This design comes from an exercise in tuning for small area, a short achievable clock period and few clock cycles on the open sky130 flow, not from production work. At most, simulation tests tie the RTL to the original design; equivalence was not proved. Power and IR drop assume default switching activity.

==> flow/design.v (excerpt) <==
module axi_stream_insert_header #(
    parameter DATA_WD = 64,
    parameter DATA_BYTE_WD = DATA_WD / 8,
    parameter BYTE_CNT_WD = $clog2(DATA_BYTE_WD)
) (
    input                       clk             ,
    input                       rst_n           ,
    input                       valid_in        ,
    input [DATA_WD-1 : 0]       data_in         ,
    input [DATA_BYTE_WD-1 : 0]  keep_in         ,
    input                       last_in         ,
    output                      ready_in        ,
    output                      valid_out       ,
    output [DATA_WD-1 : 0]      data_out        ,
    output [DATA_BYTE_WD-1 : 0] keep_out        ,
    output                      last_out        ,
    input                       ready_out       ,
    input                       valid_insert    ,
    input [DATA_WD-1 : 0]       data_insert     ,
    input [DATA_BYTE_WD-1 : 0]  keep_insert     ,
    input [BYTE_CNT_WD : 0]     byte_insert_cnt ,
    output                      ready_insert
    );
For scale: about 570 cells after synthesis, roughly 84 flip-flops, roughly 230 I/O pins, about 0.0049 mm2 of cells after synthesis.
Settings: LEC_CHECK=0, CAP_MARGIN=20, CORE_MARGIN=2, CORE_UTILIZATION=40, PLACE_DENSITY=0.6, SETUP_SLACK_MARGIN=2.0, SLEW_MARGIN=20, TNS_END_PERCENT=0; clock period 5.0 ns.
standard.sh (not shown) runs the stock make flow with config.mk's settings and CLKGATE_MAP_FILE= SYNTH_SCRIPT=/design/flow/synth_recipe.tcl, a recipe that flattens the netlist after the stock synthesis.
==> flow/flow/run.sh <==
#!/bin/bash
# The standard ORFS layout, with two changes:
# - synthesis maps the logic with an area-oriented ABC script (flow/area.abc);
#   registers, flattening and names are synth_recipe.tcl's, unchanged;
# - every port is buffered with the smallest buffer cell (the resizer may
#   still upsize it) instead of the default choice.
set -euo pipefail
W=$PWD
bash standard.sh \
  "SYNTH_SCRIPT=$W/flow/my_synth.tcl" \
  "MY_ABC_SCRIPT=$W/flow/area.abc" \
  "FLOW_SYNTH_TCL=$W/synth_recipe.tcl" \
  "BUFFER_PORTS_ARGS=-buffer_cell sky130_fd_sc_hd__buf_1" \
  finish > standard_flow.log 2>&1
==> flow/flow/area.abc <==
strash
dch
map -a
amap
topo
stime -c
==> flow/flow/my_synth.tcl <==
# The standard flow's synthesis script (synth_recipe.tcl), with ABC mapping the logic by
# the area-oriented script in MY_ABC_SCRIPT instead of ORFS's own script.
proc abc {args} {
  set i [lsearch -exact $args -script]
  if { $i >= 0 } { lset args [expr { $i + 1 }] $::env(MY_ABC_SCRIPT) }
  set i [lsearch -exact $args -D]
  if { $i >= 0 } { set args [lreplace $args $i [expr { $i + 1 }]] }
  puts "abc (own script): $args"
  yosys abc {*}$args
}
source $::env(FLOW_SYNTH_TCL)
Testbench counts at the start, summed over its fixed seeds: cycles 11,954.
Rerun with:
==> flow/flow/run.sh (replaced) <==
#!/bin/bash
# The standard ORFS layout (standard.sh), with these changes:
# - synthesis maps the logic with an area-oriented ABC script (flow/area.abc);
#   registers, flattening and names are synth_recipe.tcl's, unchanged;
# - every port is buffered with the smallest buffer cell (the resizer may
#   still upsize it) instead of the default choice;
# - clock tree: clkbuf_8 buffers and no dummy loads;
# - timing repair up to CTS aims for PRE_MARGIN ns of setup slack on the worst
#   path only; after global routing it only repairs up to POST_MARGIN.
set -euo pipefail
W=$PWD
PRE_MARGIN=${PRE_MARGIN:-2.0}
POST_MARGIN=${POST_MARGIN:-0}
COMMON=(
  "SYNTH_SCRIPT=$W/flow/my_synth.tcl"
  "MY_ABC_SCRIPT=$W/flow/area.abc"
  "FLOW_SYNTH_TCL=$W/synth_recipe.tcl"
  "BUFFER_PORTS_ARGS=-buffer_cell sky130_fd_sc_hd__buf_1"
  "CTS_ARGS=-sink_clustering_enable -repair_clock_nets -dont_use_dummy_load -buf_list sky130_fd_sc_hd__clkbuf_8 -root_buf sky130_fd_sc_hd__clkbuf_8"
  "TNS_END_PERCENT=0"
)
bash standard.sh "${COMMON[@]}" "SETUP_SLACK_MARGIN=$PRE_MARGIN" cts > flow_to_cts.log 2>&1
bash standard.sh "${COMMON[@]}" "SETUP_SLACK_MARGIN=$POST_MARGIN" finish > flow_to_finish.log 2>&1
- SETUP_SLACK_MARGIN: 2.0 -> default
- TNS_END_PERCENT: 0 -> default
The new run finished with timing, DRC and antenna clean.
Clock-buffer cell count went down by 4.
Worst setup slack is worse by 120 ps.
Non-clock buffer count went down by 7.
Fmax went down by about 4%.
Total power went down by 17%.
Rerun with:
--- a/flow/flow/run.sh
+++ b/flow/flow/run.sh
@@ -12 +12 @@
-PRE_MARGIN=${PRE_MARGIN:-2.0}
+PRE_MARGIN=${PRE_MARGIN:-1.7}
Core utilization went down by 0.60 points.
Final area went down by about 1.1%.
Total power went down by 0.62%.
Final cell count barely changes.
First-iteration DRC count went up by about 10%.
Global-route usage went down by 0.15 points.
Fmax went down by about 8%.
Rerun with:
--- a/flow/flow/run.sh
+++ b/flow/flow/run.sh
@@ -12 +12 @@
-PRE_MARGIN=${PRE_MARGIN:-1.7}
+PRE_MARGIN=${PRE_MARGIN:-2.0}
@@ -20 +20 @@
-  "TNS_END_PERCENT=0"
+  "TNS_END_PERCENT=5"
- CORE_UTILIZATION: 40 -> 55
- PLACE_DENSITY: 0.6 -> 0.75
Outcome:
- total power decreases by about 0.3%
- setup slack is better by 310 ps
- core utilization increases by 20 points
- clock skew increases by 9.5 ps
- cell count decreases by 4.1%
- clock-buffer cell count is unchanged
- hold slack is better by 13 ps
- synthesized cell count stays the same
- global-route usage increases by 7.0 points

== branch onyx ==
Another version of the RTL of axi_stream_insert_header (not shown whole).
For scale: roughly 660 cells after synthesis, roughly 230 I/O pins, about 5200 um2 of cells after synthesis.
clock: 5.0 ns
lec_check: 0
cap_margin: 20
core_margin: 2
core_utilization: 40
place_density: 0.6
setup_slack_margin: 1.5
slew_margin: 20
==> flow/flow/run.sh <==
#!/bin/bash
# The standard ORFS layout, with two changes:
# - synthesis maps the logic with an area-oriented ABC script (flow/area.abc);
#   registers, flattening and names are synth_recipe.tcl's, unchanged;
# - every port is buffered with the smallest buffer cell (the resizer may
#   still upsize it) instead of the default choice.
set -euo pipefail
W=$PWD
bash standard.sh \
  "SYNTH_SCRIPT=$W/flow/my_synth.tcl" \
  "MY_ABC_SCRIPT=$W/flow/area.abc" \
  "FLOW_SYNTH_TCL=$W/synth_recipe.tcl" \
  "BUFFER_PORTS_ARGS=-buffer_cell sky130_fd_sc_hd__buf_1" \
  finish > standard_flow.log 2>&1
Scripts as last shown in full above: flow/flow/area.abc, flow/flow/my_synth.tcl
Every stage of the flow completed for branch onyx, and the final layout passed the timing, DRC and antenna checks.
[inputs] branch raven vs branch onyx
diff --git a/flow/config.mk b/flow/config.mk
--- a/flow/config.mk
+++ b/flow/config.mk
@@ -11,3 +11,3 @@
 export PLACE_DENSITY = 0.6
-export SETUP_SLACK_MARGIN = 1.5
+export SETUP_SLACK_MARGIN = 2.0
 export SLEW_MARGIN = 20
### Flow results
Comparing branch raven and branch onyx, period utilization is higher on branch raven.
Looking at overall global routing resource usage across branch raven and branch onyx, the one that comes out lower is branch onyx.
~same count of clock-buffer cells in the layout in branch raven and branch onyx
Delta (branch raven minus branch onyx): leakage power of the design flat, netlist area before placement comparable, final-layout setup total negative slack roughly the same, layout overhead on the synthesized area grew by 0.24 points, portion of the layout cell area used by non-clock buffers rose by 0.37 points.
Function was not checked in any run of this note: the RTL went through the layout flow alone.

what the ideal ports hide:
In the flow no input, the clock included, has a driving cell. The finished layouts below were timed again as built, in two steps.
Step 1 sets driving cells, clkbuf_16 on the clock port and buf_2 on the other inputs (assumed; they add their load-dependent delay and slew).
Step 2 moves the port delays by t, midway between the first and last clock arrival at a register: inputs arrive t later, outputs are due t later. That takes back most of the time a late clock gives input paths.
a / b / c = no drivers / after step 1 / after step 2; a / b = the first two.
run | shift t [ns] | slack for setup (ns) | worst data-port slew with drivers (ns)
the first run of note 1 | 0.377 | 1.953 / 1.919 / 1.690 | 0.06
the second run of note 1 | 0.395 | 1.831 / 1.794 / 1.508 | 0.06
the third run of note 1 | 0.396 | 1.565 / 1.532 / 1.178 | 0.06
the fourth run of note 1 | 0.389 | 1.876 / 1.852 / 1.534 | 0.07
branch onyx | 0.386 | 1.258 / 1.217 / 1.464 | 0.08
branch raven | 0.388 | 1.236 / 1.195 / 1.583 | 0.08
After both steps setup and hold are still met in every run listed. The setup slack of the third run of note 1, which loses most, moves by -0.033 ns with the drivers and by -0.387 ns with both steps.
